Background: an optimization exercise with open tools, aiming at small area. Do not read the settings as production practice. Only simulation tests tie the RTL to the original design; equivalence was not proved. Power is estimated from default activity; no workload was simulated.

==> flow/design.v (outline; a module is shown in full before it is edited, if it fits) <==
// module vgagame: 364 lines
// module romE: 172 lines
// module romB: 60 lines
// module romC: 304 lines
// module romGO: 337 lines
// module glyph: 182 lines
module vgagame(clk, vga_h_sync, vga_v_sync, vga_R, vga_G, vga_B, up, down, left, right, shoot, test, reset);
  // ...
==> flow/run.sh <==
#!/bin/bash
# synth_recipe.tcl (not shown) runs the flow's synth.tcl, then flattens the netlist and writes it again
# the make line also repeats each setting of config.mk as NAME=value (left out here)
make -C /OpenROAD-flow-scripts/flow DESIGN_CONFIG=/design/flow/config.mk WORK_HOME=/design/flow/orfs CLKGATE_MAP_FILE= SYNTH_SCRIPT=/design/flow/synth_recipe.tcl finish
==> flow/config.mk <==
export PLATFORM = sky130hd
export DESIGN_NAME = vgagame
export DESIGN_NICKNAME = vgagame
export VERILOG_FILES = /design/flow/design.v
export SDC_FILE = /design/flow/constraint.sdc
export NUM_CORES = 4
export LEC_CHECK = 0
export ABC_AREA = 1
export CAP_MARGIN = 20
export CORE_MARGIN = 2
export CORE_UTILIZATION = 55
export CTS_BUF_LIST = sky130_fd_sc_hd__clkbuf_8 sky130_fd_sc_hd__clkbuf_16
export CTS_CLUSTER_DIAMETER = 100
export CTS_CLUSTER_SIZE = 14
export SLEW_MARGIN = 20
export SYNTH_MEMORY_MAX_BITS = 16384
==> flow/constraint.sdc <==
create_clock -name core_clock -period 10.0 [get_ports {clk}]
set_input_delay 2.0000 -clock core_clock [delete_from_list [all_inputs] [get_ports {clk}]]
set_output_delay 2.0000 -clock core_clock [all_outputs]
set_load 0.01 [all_outputs]
==> flow_metrics.env, run 1 <==
export IMPL_fmax_ghz=0.154
export IMPL_end_kind="register"
export IMPL_wl_met3_um=13400
export IMPL_fin_crit_sh=0.651
export IMPL_tns_ns=0
export IMPL_reg2reg_slack_ns=3.49
export IMPL_p_seq_mw=1.93
export IMPL_overflow=0
export IMPL_status="complete, no violations"
export IMPL_tap_cells=1070
export IMPL_combPwrFrac=0.246
export IMPL_drc_errors=0
export IMPL_clkPwrFrac=0.342
export IMPL_hold_end="P2[0]"
export IMPL_layout_nonclk_buf_frac=0.00803
export IMPL_r2r_end="P1[0]"
export IMPL_power_group_top="sequential cells"
export IMPL_rows=105
export IMPL_critPathCapture="P1[0]"
export IMPL_dp_cells=7044
export IMPL_die_width_um=291
export IMPL_nClkBuffers=40
export IMPL_wire_per_inst_um=20.8
export IMPL_hold_viol=0
export IMPL_hold_slack_ns=0.418
export IMPL_synth_simple_gate_area_frac=0.229
export IMPL_fillerInstances=7642
export IMPL_largestClassByArea="multi-input combinational cells"
export IMPL_yosysWarnings=8
export IMPL_power_switching_mw=1.67
export IMPL_path_class="reg2reg"
export IMPL_worst_slack_ns=3.49
export IMPL_grt_pass1_wl_um=231000
==> module romE, before the edit <==
module romE(input [4:0] x, input [4:0] y, output [2:0] c);
  wire n14, n15, n16, n17, n18, n19, n20,
    n21, n22, n23, n24, n25, n26, n27, n28,
    n29, n30, n31, n32, n33, n34, n35, n36,
    n37, n38, n39, n40, n41, n42, n43, n44,
    n45, n46, n47, n48, n49, n50, n51, n52,
    n53, n54, n55, n56, n57, n58, n59, n60,
    n61, n62, n63, n64, n65, n66, n67, n68,
    n69, n70, n71, n72, n73, n74, n75, n76,
    n77, n78, n79, n80, n81, n82, n83, n84,
    n85, n86, n87, n88, n89, n90, n91, n92,
    n93, n94, n95, n96, n97, n98, n99,
    n100, n101, n102, n103, n104, n105, n106,
    n107, n108, n109, n110, n111, n112, n113,
    n114, n115, n116, n117, n118, n119, n120,
    n121, n122, n123, n124, n125, n126, n127,
    n128, n129, n130, n131, n132, n133, n134,
    n135, n136, n137, n138, n139, n140, n141,
    n142, n144, n145, n146, n147, n148, n149,
    n150, n151, n153, n154, n155, n156, n157,
    n158, n159, n160, n161, n162;
  assign n14 = y[1] & y[0];
  assign n15 = x[2] & x[1];
  assign n16 = x[0] & n15;
  assign n17 = ~n14 & n16;
  assign n18 = ~y[3] & ~y[1];
  assign n19 = x[3] & n18;
  assign n20 = ~n17 & ~n19;
  assign n21 = y[4] & x[1];
  assign n22 = x[1] & x[0];
  assign n23 = ~x[2] & ~n22;
  assign n24 = x[1] & ~x[0];
  assign n25 = ~n14 & ~n24;
  assign n26 = ~n23 & ~n25;
  assign n27 = ~y[1] & ~x[0];
  assign n28 = y[1] & x[0];
  assign n29 = y[3] & ~n28;
  assign n30 = ~n27 & n29;
  assign n31 = ~n26 & ~n30;
  assign n32 = ~n21 & ~n31;
  assign n33 = ~y[2] & ~n32;
  assign n34 = ~n14 & ~n28;
  assign n35 = x[1] & n34;
  assign n36 = ~y[1] & ~y[0];
  assign n37 = x[2] & n36;
  assign n38 = y[2] & ~n15;
  assign n39 = y[3] & x[0];
  assign n40 = n38 & ~n39;
  assign n41 = ~n37 & n40;
  assign n42 = ~n35 & n41;
  assign n43 = ~n14 & n21;
  assign n44 = ~y[2] & ~n14;
  assign n45 = ~y[4] & x[2];
  assign n46 = x[1] & n45;
  assign n47 = ~n44 & n46;
  assign n48 = ~n43 & ~n47;
  assign n49 = ~n42 & n48;
  assign n50 = ~n33 & n49;
  assign n51 = y[3] & y[2];
  assign n52 = x[2] & ~n51;
  assign n53 = x[4] & ~n52;
  assign n54 = ~n50 & ~n53;
  assign n55 = ~n20 & ~n54;
  assign n56 = ~x[1] & n36;
  assign n57 = n51 & n56;
  assign n58 = y[3] & x[2];
  assign n59 = ~x[3] & ~n15;
  assign n60 = ~n58 & n59;
  assign n61 = n57 & n60;
  assign n62 = y[4] & ~n61;
  assign n63 = ~y[3] & ~y[2];
  assign n64 = ~x[2] & ~x[1];
  assign n65 = ~x[0] & n64;
  assign n66 = x[3] & ~n65;
  assign n67 = n14 & ~n66;
  assign n68 = n63 & ~n67;
  assign n69 = x[4] & n60;
  assign n70 = ~n68 & ~n69;
  assign n71 = n62 & n70;
  assign n72 = ~n55 & n71;
  assign n73 = ~n36 & n51;
  assign n74 = ~x[3] & ~n16;
  assign n75 = y[2] & ~n74;
  assign n76 = x[3] & x[1];
  assign n77 = ~y[1] & ~n76;
  assign n78 = x[2] & ~n77;
  assign n79 = ~n14 & ~n78;
  assign n80 = n75 & n79;
  assign n81 = n73 & ~n80;
  assign n82 = y[1] & n63;
  assign n83 = y[2] & n18;
  assign n84 = ~n82 & ~n83;
  assign n85 = ~x[2] & ~n84;
  assign n86 = ~n14 & ~n36;
  assign n87 = ~x[1] & x[0];
  assign n88 = ~x[4] & n87;
  assign n89 = ~n86 & n88;
  assign n90 = n85 & n89;
  assign n91 = ~y[4] & ~n90;
  assign n92 = ~n81 & n91;
  assign n93 = ~n72 & ~n92;
  assign n94 = n63 & ~n64;
  assign n95 = ~x[4] & x[3];
  assign n96 = x[2] & n95;
  assign n97 = x[0] & ~n86;
  assign n98 = n86 & ~n87;
  assign n99 = ~n97 & ~n98;
  assign n100 = ~n51 & n99;
  assign n101 = ~n22 & n34;
  assign n102 = n51 & ~n101;
  assign n103 = ~n64 & ~n87;
  assign n104 = n38 & n103;
  assign n105 = ~n102 & ~n104;
  assign n106 = x[2] & n14;
  assign n107 = ~n87 & n106;
  assign n108 = ~x[3] & ~n107;
  assign n109 = ~n56 & ~n108;
  assign n110 = ~n105 & n109;
  assign n111 = ~n100 & n110;
  assign n112 = ~n96 & ~n111;
  assign n113 = ~x[4] & ~n112;
  assign n114 = ~n94 & ~n113;
  assign n115 = x[3] & ~n43;
  assign n116 = x[0] & ~n36;
  assign n117 = ~y[3] & ~x[0];
  assign n118 = ~n116 & ~n117;
  assign n119 = ~n115 & n118;
  assign n120 = ~x[1] & ~x[0];
  assign n121 = ~y[4] & y[3];
  assign n122 = n120 & ~n121;
  assign n123 = ~n57 & n122;
  assign n124 = y[4] & n87;
  assign n125 = ~n73 & n124;
  assign n126 = n96 & ~n125;
  assign n127 = ~n123 & n126;
  assign n128 = ~n119 & ~n127;
  assign n129 = ~n114 & ~n128;
  assign n130 = ~y[3] & ~y[0];
  assign n131 = y[4] & ~n130;
  assign n132 = ~n63 & ~n131;
  assign n133 = ~n82 & ~n132;
  assign n134 = n65 & ~n133;
  assign n135 = y[3] & ~n44;
  assign n136 = n97 & n135;
  assign n137 = ~n121 & ~n136;
  assign n138 = n50 & n137;
  assign n139 = ~x[3] & ~n138;
  assign n140 = ~n134 & ~n139;
  assign n141 = x[4] & ~n140;
  assign n142 = ~n129 & ~n141;
  assign c[0] = ~n93 & n142;
  assign n144 = n37 & ~n120;
  assign n145 = x[4] & ~n144;
  assign n146 = ~n34 & n76;
  assign n147 = ~n75 & ~n146;
  assign n148 = ~n145 & n147;
  assign n149 = n121 & ~n148;
  assign n150 = ~n69 & ~n149;
  assign n151 = ~n55 & ~n150;
  assign c[2] = c[0] & ~n151;
  assign n153 = ~n20 & ~n98;
  assign n154 = y[2] & ~n153;
  assign n155 = y[4] & ~y[3];
  assign n156 = ~n154 & n155;
  assign n157 = n85 & n99;
  assign n158 = ~n62 & ~n157;
  assign n159 = x[3] & ~n23;
  assign n160 = x[4] & ~n159;
  assign n161 = ~n158 & ~n160;
  assign n162 = ~n156 & n161;
  assign c[1] = n112 & n162;
endmodule
==> run 2: changes to the inputs <==
--- a/flow/design.v
+++ b/flow/design.v
@@ -379,160 +379,153 @@
     n114, n115, n116, n117, n118, n119, n120,
     n121, n122, n123, n124, n125, n126, n127,
     n128, n129, n130, n131, n132, n133, n134,
-    n135, n136, n137, n138, n139, n140, n141,
-    n142, n144, n145, n146, n147, n148, n149,
-    n150, n151, n153, n154, n155, n156, n157,
-    n158, n159, n160, n161, n162;
-  assign n14 = y[1] & y[0];
-  assign n15 = x[2] & x[1];
-  assign n16 = x[0] & n15;
-  assign n17 = ~n14 & n16;
-  assign n18 = ~y[3] & ~y[1];
-  assign n19 = x[3] & n18;
-  assign n20 = ~n17 & ~n19;
-  assign n21 = y[4] & x[1];
-  assign n22 = x[1] & x[0];
-  assign n23 = ~x[2] & ~n22;
-  assign n24 = x[1] & ~x[0];
-  assign n25 = ~n14 & ~n24;
-  assign n26 = ~n23 & ~n25;
-  assign n27 = ~y[1] & ~x[0];
-  assign n28 = y[1] & x[0];
-  assign n29 = y[3] & ~n28;
-  assign n30 = ~n27 & n29;
-  assign n31 = ~n26 & ~n30;
-  assign n32 = ~n21 & ~n31;
-  assign n33 = ~y[2] & ~n32;
-  assign n34 = ~n14 & ~n28;
-  assign n35 = x[1] & n34;
-  assign n36 = ~y[1] & ~y[0];
-  assign n37 = x[2] & n36;
-  assign n38 = y[2] & ~n15;
-  assign n39 = y[3] & x[0];
-  assign n40 = n38 & ~n39;
-  assign n41 = ~n37 & n40;
-  assign n42 = ~n35 & n41;
-  assign n43 = ~n14 & n21;
-  assign n44 = ~y[2] & ~n14;
-  assign n45 = ~y[4] & x[2];
-  assign n46 = x[1] & n45;
-  assign n47 = ~n44 & n46;
-  assign n48 = ~n43 & ~n47;
-  assign n49 = ~n42 & n48;
-  assign n50 = ~n33 & n49;
-  assign n51 = y[3] & y[2];
-  assign n52 = x[2] & ~n51;
-  assign n53 = x[4] & ~n52;
-  assign n54 = ~n50 & ~n53;
-  assign n55 = ~n20 & ~n54;
-  assign n56 = ~x[1] & n36;
-  assign n57 = n51 & n56;
-  assign n58 = y[3] & x[2];
-  assign n59 = ~x[3] & ~n15;
-  assign n60 = ~n58 & n59;
-  assign n61 = n57 & n60;
-  assign n62 = y[4] & ~n61;
-  assign n63 = ~y[3] & ~y[2];
-  assign n64 = ~x[2] & ~x[1];
-  assign n65 = ~x[0] & n64;
-  assign n66 = x[3] & ~n65;
-  assign n67 = n14 & ~n66;
-  assign n68 = n63 & ~n67;
-  assign n69 = x[4] & n60;
-  assign n70 = ~n68 & ~n69;
-  assign n71 = n62 & n70;
-  assign n72 = ~n55 & n71;
-  assign n73 = ~n36 & n51;
-  assign n74 = ~x[3] & ~n16;
-  assign n75 = y[2] & ~n74;
-  assign n76 = x[3] & x[1];
-  assign n77 = ~y[1] & ~n76;
-  assign n78 = x[2] & ~n77;
-  assign n79 = ~n14 & ~n78;
-  assign n80 = n75 & n79;
-  assign n81 = n73 & ~n80;
-  assign n82 = y[1] & n63;
-  assign n83 = y[2] & n18;
-  assign n84 = ~n82 & ~n83;
-  assign n85 = ~x[2] & ~n84;
-  assign n86 = ~n14 & ~n36;
-  assign n87 = ~x[1] & x[0];
-  assign n88 = ~x[4] & n87;
-  assign n89 = ~n86 & n88;
-  assign n90 = n85 & n89;
-  assign n91 = ~y[4] & ~n90;
-  assign n92 = ~n81 & n91;
-  assign n93 = ~n72 & ~n92;
-  assign n94 = n63 & ~n64;
-  assign n95 = ~x[4] & x[3];
-  assign n96 = x[2] & n95;
-  assign n97 = x[0] & ~n86;
-  assign n98 = n86 & ~n87;
-  assign n99 = ~n97 & ~n98;
-  assign n100 = ~n51 & n99;
-  assign n101 = ~n22 & n34;
-  assign n102 = n51 & ~n101;
-  assign n103 = ~n64 & ~n87;
-  assign n104 = n38 & n103;
-  assign n105 = ~n102 & ~n104;
-  assign n106 = x[2] & n14;
-  assign n107 = ~n87 & n106;
-  assign n108 = ~x[3] & ~n107;
-  assign n109 = ~n56 & ~n108;
-  assign n110 = ~n105 & n109;
-  assign n111 = ~n100 & n110;
-  assign n112 = ~n96 & ~n111;
-  assign n113 = ~x[4] & ~n112;
-  assign n114 = ~n94 & ~n113;
-  assign n115 = x[3] & ~n43;
-  assign n116 = x[0] & ~n36;
-  assign n117 = ~y[3] & ~x[0];
-  assign n118 = ~n116 & ~n117;
-  assign n119 = ~n115 & n118;
-  assign n120 = ~x[1] & ~x[0];
-  assign n121 = ~y[4] & y[3];
-  assign n122 = n120 & ~n121;
-  assign n123 = ~n57 & n122;
-  assign n124 = y[4] & n87;
-  assign n125 = ~n73 & n124;
-  assign n126 = n96 & ~n125;
-  assign n127 = ~n123 & n126;
-  assign n128 = ~n119 & ~n127;
-  assign n129 = ~n114 & ~n128;
-  assign n130 = ~y[3] & ~y[0];
-  assign n131 = y[4] & ~n130;
-  assign n132 = ~n63 & ~n131;
-  assign n133 = ~n82 & ~n132;
-  assign n134 = n65 & ~n133;
-  assign n135 = y[3] & ~n44;
-  assign n136 = n97 & n135;
-  assign n137 = ~n121 & ~n136;
-  assign n138 = n50 & n137;
-  assign n139 = ~x[3] & ~n138;
-  assign n140 = ~n134 & ~n139;
+    n135, n136, n137, n139, n140, n141, n142,
+    n143, n144, n145, n146, n147, n148, n149,
+    n151, n152, n153, n154, n155, n156;
+  assign n14 = ~y[1] & ~y[0];
+  assign n15 = y[2] & n14;
+  assign n16 = ~x[4] & n15;
+  assign n17 = y[1] & y[0];
+  assign n18 = y[3] & y[2];
+  assign n19 = x[2] & n18;
+  assign n20 = ~n17 & n19;
+  assign n21 = ~n16 & ~n20;
+  assign n22 = x[3] & x[1];
+  assign n23 = x[0] & n22;
+  assign n24 = ~x[2] & ~x[1];
+  assign n25 = y[3] & ~x[3];
+  assign n26 = n24 & n25;
+  assign n27 = ~n23 & ~n26;
+  assign n28 = ~n21 & ~n27;
+  assign n29 = y[4] & ~n28;
+  assign n30 = ~x[4] & ~x[0];
+  assign n31 = n18 & n30;
+  assign n32 = y[3] & ~n31;
+  assign n33 = ~x[1] & ~x[0];
+  assign n34 = x[3] & ~n33;
+  assign n35 = n17 & ~n34;
+  assign n36 = ~y[2] & ~n35;
+  assign n37 = ~y[2] & y[1];
+  assign n38 = y[0] & n37;
+  assign n39 = ~n15 & ~n38;
+  assign n40 = ~x[1] & ~n39;
+  assign n41 = x[0] & n38;
+  assign n42 = ~y[0] & ~x[0];
+  assign n43 = y[1] & ~n42;
+  assign n44 = y[2] & ~n43;
+  assign n45 = ~n41 & ~n44;
+  assign n46 = ~x[2] & ~n45;
+  assign n47 = ~n40 & ~n46;
+  assign n48 = x[3] & x[2];
+  assign n49 = ~x[4] & ~n48;
+  assign n50 = y[1] & x[1];
+  assign n51 = ~n49 & ~n50;
+  assign n52 = ~n47 & n51;
+  assign n53 = ~n36 & ~n52;
+  assign n54 = ~n32 & ~n53;
+  assign n55 = n29 & ~n54;
+  assign n56 = ~y[2] & ~y[1];
+  assign n57 = n24 & ~n56;
+  assign n58 = ~y[3] & ~n57;
+  assign n59 = ~n23 & ~n48;
+  assign n60 = x[4] & ~n59;
+  assign n61 = ~n49 & ~n60;
+  assign n62 = ~n34 & n61;
+  assign n63 = ~n14 & n18;
+  assign n64 = ~y[1] & ~n22;
+  assign n65 = x[2] & ~n64;
+  assign n66 = x[2] & x[1];
+  assign n67 = ~x[3] & ~n66;
+  assign n68 = ~n17 & ~n67;
+  assign n69 = ~n65 & n68;
+  assign n70 = n63 & ~n69;
+  assign n71 = ~n62 & ~n70;
+  assign n72 = ~n58 & ~n71;
+  assign n73 = ~y[4] & ~n72;
+  assign n74 = ~n55 & ~n73;
+  assign n75 = y[2] & x[3];
+  assign n76 = y[3] & n43;
+  assign n77 = ~x[0] & n17;
+  assign n78 = ~x[2] & x[1];
+  assign n79 = ~n77 & n78;
+  assign n80 = ~n76 & ~n79;
+  assign n81 = n75 & ~n80;
+  assign n82 = x[0] & n66;
+  assign n83 = ~x[3] & ~n82;
+  assign n84 = ~x[1] & x[0];
+  assign n85 = ~n14 & ~n84;
+  assign n86 = ~y[1] & ~n85;
+  assign n87 = ~n83 & n86;
+  assign n88 = y[2] & ~n87;
+  assign n89 = ~y[3] & ~n88;
+  assign n90 = ~n81 & ~n89;
+  assign n91 = y[4] & ~n90;
+  assign n92 = n17 & ~n19;
+  assign n93 = n85 & ~n92;
+  assign n94 = ~n56 & ~n93;
+  assign n95 = x[2] & ~x[1];
+  assign n96 = n75 & n95;
+  assign n97 = y[4] & ~n17;
+  assign n98 = ~n96 & n97;
+  assign n99 = ~n94 & ~n98;
+  assign n100 = ~n61 & ~n99;
+  assign n101 = ~n91 & n100;
+  assign n102 = ~y[2] & n14;
+  assign n103 = x[0] & ~n24;
+  assign n104 = n102 & n103;
+  assign n105 = x[4] & ~x[3];
+  assign n106 = ~n31 & ~n105;
+  assign n107 = ~n104 & n106;
+  assign n108 = ~n17 & ~n37;
+  assign n109 = ~n15 & n108;
+  assign n110 = x[0] & ~n109;
+  assign n111 = n95 & ~n110;
+  assign n112 = ~x[0] & ~n37;
+  assign n113 = y[3] & ~n112;
+  assign n114 = y[2] & n17;
+  assign n115 = ~n113 & n114;
+  assign n116 = y[4] & ~n115;
+  assign n117 = ~n111 & n116;
+  assign n118 = y[4] & x[4];
+  assign n119 = ~y[2] & ~x[0];
+  assign n120 = ~n17 & n119;
+  assign n121 = ~n118 & ~n120;
+  assign n122 = n66 & ~n121;
+  assign n123 = ~x[3] & ~n113;
+  assign n124 = ~n122 & n123;
+  assign n125 = n47 & n124;
+  assign n126 = ~n117 & ~n125;
+  assign n127 = ~n107 & ~n126;
+  assign n128 = ~n101 & n127;
+  assign n129 = ~y[3] & ~x[2];
+  assign n130 = n40 & n129;
+  assign n131 = ~n48 & ~n130;
+  assign n132 = y[4] & ~n63;
+  assign n133 = x[0] & ~n132;
+  assign n134 = ~x[1] & ~n133;
+  assign n135 = ~x[4] & ~n134;
+  assign n136 = ~n131 & n135;
+  assign n137 = ~n128 & ~n136;
+  assign c[0] = ~n74 & n137;
+  assign n139 = n22 & n76;
+  assign n140 = ~y[3] & ~n67;
   assign n141 = x[4] & ~n140;
-  assign n142 = ~n129 & ~n141;
-  assign c[0] = ~n93 & n142;
-  assign n144 = n37 & ~n120;
-  assign n145 = x[4] & ~n144;
-  assign n146 = ~n34 & n76;
-  assign n147 = ~n75 & ~n146;
-  assign n148 = ~n145 & n147;
-  assign n149 = n121 & ~n148;
-  assign n150 = ~n69 & ~n149;
-  assign n151 = ~n55 & ~n150;
-  assign c[2] = c[0] & ~n151;
-  assign n153 = ~n20 & ~n98;
-  assign n154 = y[2] & ~n153;
-  assign n155 = y[4] & ~y[3];
-  assign n156 = ~n154 & n155;
-  assign n157 = n85 & n99;
-  assign n158 = ~n62 & ~n157;
-  assign n159 = x[3] & ~n23;
-  assign n160 = x[4] & ~n159;
-  assign n161 = ~n158 & ~n160;
-  assign n162 = ~n156 & n161;
-  assign c[1] = n112 & n162;
+  assign n142 = n18 & ~n83;
+  assign n143 = ~n141 & ~n142;
+  assign n144 = ~n23 & ~n102;
+  assign n145 = x[2] & ~n33;
+  assign n146 = ~n144 & n145;
+  assign n147 = ~n143 & ~n146;
+  assign n148 = ~n139 & ~n147;
+  assign n149 = ~y[4] & ~n148;
+  assign c[2] = c[0] & ~n149;
+  assign n151 = y[2] & ~y[0];
+  assign n152 = x[0] & n151;
+  assign n153 = n17 & ~n119;
+  assign n154 = n129 & ~n153;
+  assign n155 = ~n152 & n154;
+  assign n156 = ~n29 & ~n155;
+  assign c[1] = n101 & ~n156;
 endmodule
 module romB(input [3:0] x, input [4:0] y, output [2:0] c);
   wire n13, n14, n15, n16, n17, n18, n19,
--- a/flow/config.mk
+++ b/flow/config.mk
@@ -8,9 +8,9 @@
 export ABC_AREA = 1
 export CAP_MARGIN = 20
 export CORE_MARGIN = 2
-export CORE_UTILIZATION = 55
+export CORE_UTILIZATION = 65
 export CTS_BUF_LIST = sky130_fd_sc_hd__clkbuf_8 sky130_fd_sc_hd__clkbuf_16
 export CTS_CLUSTER_DIAMETER = 100
-export CTS_CLUSTER_SIZE = 14
+export CTS_CLUSTER_SIZE = 20
 export SLEW_MARGIN = 20
 export SYNTH_MEMORY_MAX_BITS = 16384
==> flow_metrics.env, run 2 <==
export IMPL_tritoncts="done"
export IMPL_hold_end="P2[0]"
export IMPL_portBuffers=12
export IMPL_wire_per_inst_um=20.6
export IMPL_synthCells=5964
export IMPL_synth_area_um2=45100
export IMPL_final_common_cell="inv_1"
export IMPL_yosysSeqAreaShare=0.228
export IMPL_synthTopCellsByArea="fa_1, dfxtp_1, inv_1, edfxtp_1, nand2_1"
export IMPL_synth_nets=6650
export IMPL_synth_most_common_cell="inv_1"
export IMPL_min_period_ns=6.65
export IMPL_hold_viol=0
export IMPL_worstPathRequired_ns=10.56
export IMPL_maxSlewHeadroom=0.237
export IMPL_fin_crit_sh=0.665
export IMPL_hpwl_um=108000
export IMPL_core_um2=68600
export IMPL_drc_errors=0
export IMPL_htree_levels=1
export IMPL_antenna_found_initial=1
export IMPL_largest_reg_flops=100
export IMPL_grt_max_degree=43
export IMPL_cts_root_buf="clkbuf_16"
export IMPL_synth_avg_cell_area_um2=7.56
export IMPL_die_area_um2=71500
export IMPL_grt_pass1_wl_um=223000
export IMPL_worstSkewPairLatency_ns=0.65
export IMPL_cts_buffers=30
export IMPL_drv_slew=0
export IMPL_layout_common_cells="inv_1, nand2_1, nor2_1, o21ai_0, fa_1"
export IMPL_hold_slack_ns=0.429
export IMPL_cts_clk_slew_worst_paths_ns=0.09
export IMPL_cts_hold_buf=0
export IMPL_arrival_ns=7.21
export IMPL_syn_to_final_growth_pct=4.62
export IMPL_synthFlopType="dfxtp_1"
export IMPL_synthArstFlopShare=0
export IMPL_reg2reg_slack_ns=3.35
export IMPL_drive_gt1_frac=0.0497
export IMPL_peakVddDrop_v=0.000215
export IMPL_tns_ns=0
export IMPL_hp_start="P1[0]"
export IMPL_min_path_type="reg2reg"
export IMPL_io_pins=13
export IMPL_largest_register="EX"
export IMPL_yosys_cell_types_count=83
export IMPL_cts_sinks=452
export IMPL_path_class="reg2reg"
export IMPL_gp_congestion=1.01
export IMPL_ys_seq_elements=452
export IMPL_fillerInstances=5829
export IMPL_crit_fanout=26
export IMPL_die_h_um=267
export IMPL_rows=96
export IMPL_yosysTopAreaCell="fa_1"
export IMPL_postRouteAntennaNets=0
export IMPL_die_width_um=267
export IMPL_worst_hold_path_num_cells=1
export IMPL_startpoint_type="register"
export IMPL_synth_edf_count=123
export IMPL_r2r_end="hit[4]"
export IMPL_cts_repair_resized=0
export IMPL_drt_total_wl_um=142000
export IMPL_top_regs="EX (100), EY (90), BX (50)"
export IMPL_yosysWarnings=8
export IMPL_start_util=0.657
export IMPL_finalSetupViolCount=0
export IMPL_final_setup_skew_ns=0.0236
export IMPL_grt_util_all_layers=0.399
export IMPL_synth_common_cells="inv_1, nand2_1, nor2_1"
export IMPL_maxCapViolCount=0
export IMPL_end_kind="register"
export IMPL_synth_top_area_frac=0.214
export IMPL_status="complete, no violations"
export IMPL_tightest_slew_ns=1.13
export IMPL_clock_path_buffers=3
export IMPL_overflow=0
export IMPL_r2r_cells=24
export IMPL_power_density_nw_per_um2=94.3
export IMPL_drt_initial_drc_count=5144
export IMPL_grt_pass1_vias=40800
export IMPL_grt_setup_unrepaired="false"
export IMPL_fmax_ghz=0.150
export IMPL_p_leak_nw=22.5
export IMPL_vias_per_cell=6.20
export IMPL_final_nets=6624
export IMPL_vias=42800
export IMPL_r2r_start="NX[0]"
export IMPL_firstDrtPassIters=9
export IMPL_post_cts_setup_buffers=0
[run 2: area by class of cell]
cell class / count / area [um2] / share of cell area
antenna: 5 / 12.5 / 0.000265
tap: 931 / 1160 / 0.0247
clock buffer: 32 / 801 / 0.0170
clock inverter: 23 / 146 / 0.00310
sequential: 452 / 10300 / 0.218
timing repair buffer: 50 / 400 / 0.00849
multi-input combinational: 4293 / 30200 / 0.640
inverter: 1111 / 4170 / 0.0884
[run 2: critical path, cell delays in order, from the launching register on]
cell	delay [ns]
dfxtp_2	0.67
buf_4	0.50
ha_1	0.26
fa_1	0.17
inv_1	0.05
fa_1	0.37
fa_1	0.39
fa_1	0.39
fa_1	0.38
fa_1	0.39
fa_1	0.39
fa_1	0.37
inv_1	0.08
fa_1	0.42
nor2_1	0.13
nand4_1	0.12
nor2_1	0.10
nand3_1	0.08
o31ai_1	0.07
nand3_1	0.10
nor2_1	0.40
nor2_1	0.15
nand4_1	0.37
nand2_1	0.09
a21oi_1	0.15
[run 2: routing by layer]
metal | track usage | vias to the layer above | wire [um]
li1 | - | 19600 | -
met1 | 0.539 | 20000 | 55800
met2 | 0.611 | 2660 | 61200
met3 | 0.0873 | 513 | 17100
met4 | 0.189 | 0 | 7880
met5 | 0 | - | 0
[run 2: kinds of logic after synthesis]
| kind of cell | after synthesis | synth area share |
|---|---|---|
| adders and majority gates | 679 | 0.269 |
| AOI/OAI and AO/OA | 1257 | 0.165 |
| xor gates and xnor gates | 38 | 0.00738 |
| muxes | 16 | 0.00369 |
| and+or+nand+nor | 2303 | 0.225 |
| DFF | 452 | 0.228 |
| buffers and inverters | 1219 | 0.103 |
[run 2: how the worst max path moves through the flow]
stage | start | end | cells after the start
final | NX[0] | hit[4] | 24
after CTS | NX[0] | hit[3] | 24
after detailed placement | NX[0] | hit[4] | 24
after floorplan | NX[1] | D1 | 21
after global routing | NX[0] | hit[1] | 24
after global placement | NX[0] | hit[5] | 24
[run 2: stage by stage]
stage | utilization | instances | worst slack, ns | total power, mW | cell area (um2)
2_1_floorplan | - | 5964 | 4.13 | 2.72 | 45100
3_3_place_gp | 0.674 | 6836 | 3.65 | 3.09 | 46200
3_5_place_dp | 0.674 | 6836 | 3.50 | 3.10 | 46200
4_1_cts | 0.688 | 6891 | 3.49 | 4.40 | 47200
5_1_grt | 0.688 | 6892 | 3.13 | 4.62 | 47200
6_report | 0.688 | 6897 | 3.35 | 4.45 | 47200
[run 2: where the power goes]
group | internal, mW | switching (mW) | total [mW]
Sequential | 1.89 | 0.0416 | 1.93
Clock | 0.592 | 0.740 | 1.33
Combinational | 0.345 | 0.843 | 1.19

[port drivers added, routing unchanged]
The results above use ideal ports. As a check the final layouts listed here were re-extracted and re-timed, cells and wires unchanged.
Step 1: set_driving_cell puts a clkbuf_16 on clk and a buf_2 on each other input, an assumption about the parent block.
Step 2, shift: input delay + t, output delay - t, t = (earliest + latest rising clock arrival at the registers) / 2. This alone moves slack from input paths to output paths.
Slacks: ideal ports / drivers / drivers and shift; pairs: ideal ports / drivers.
run | shift t [ns] | slack for setup (ns) | worst hold slack (ns) | clock arrival spread, ns | cell pins on the clock port's net
run 1 | 0.689 | 3.489 / 3.489 / 3.489 | 0.418 / 0.418 / 0.418 | 0.058 / 0.058 | 1
run 2 | 0.704 | 3.350 / 3.350 / 3.350 | 0.429 / 0.429 / 0.429 | 0.025 / 0.025 | 1
After both steps setup and hold are still met in every run listed.
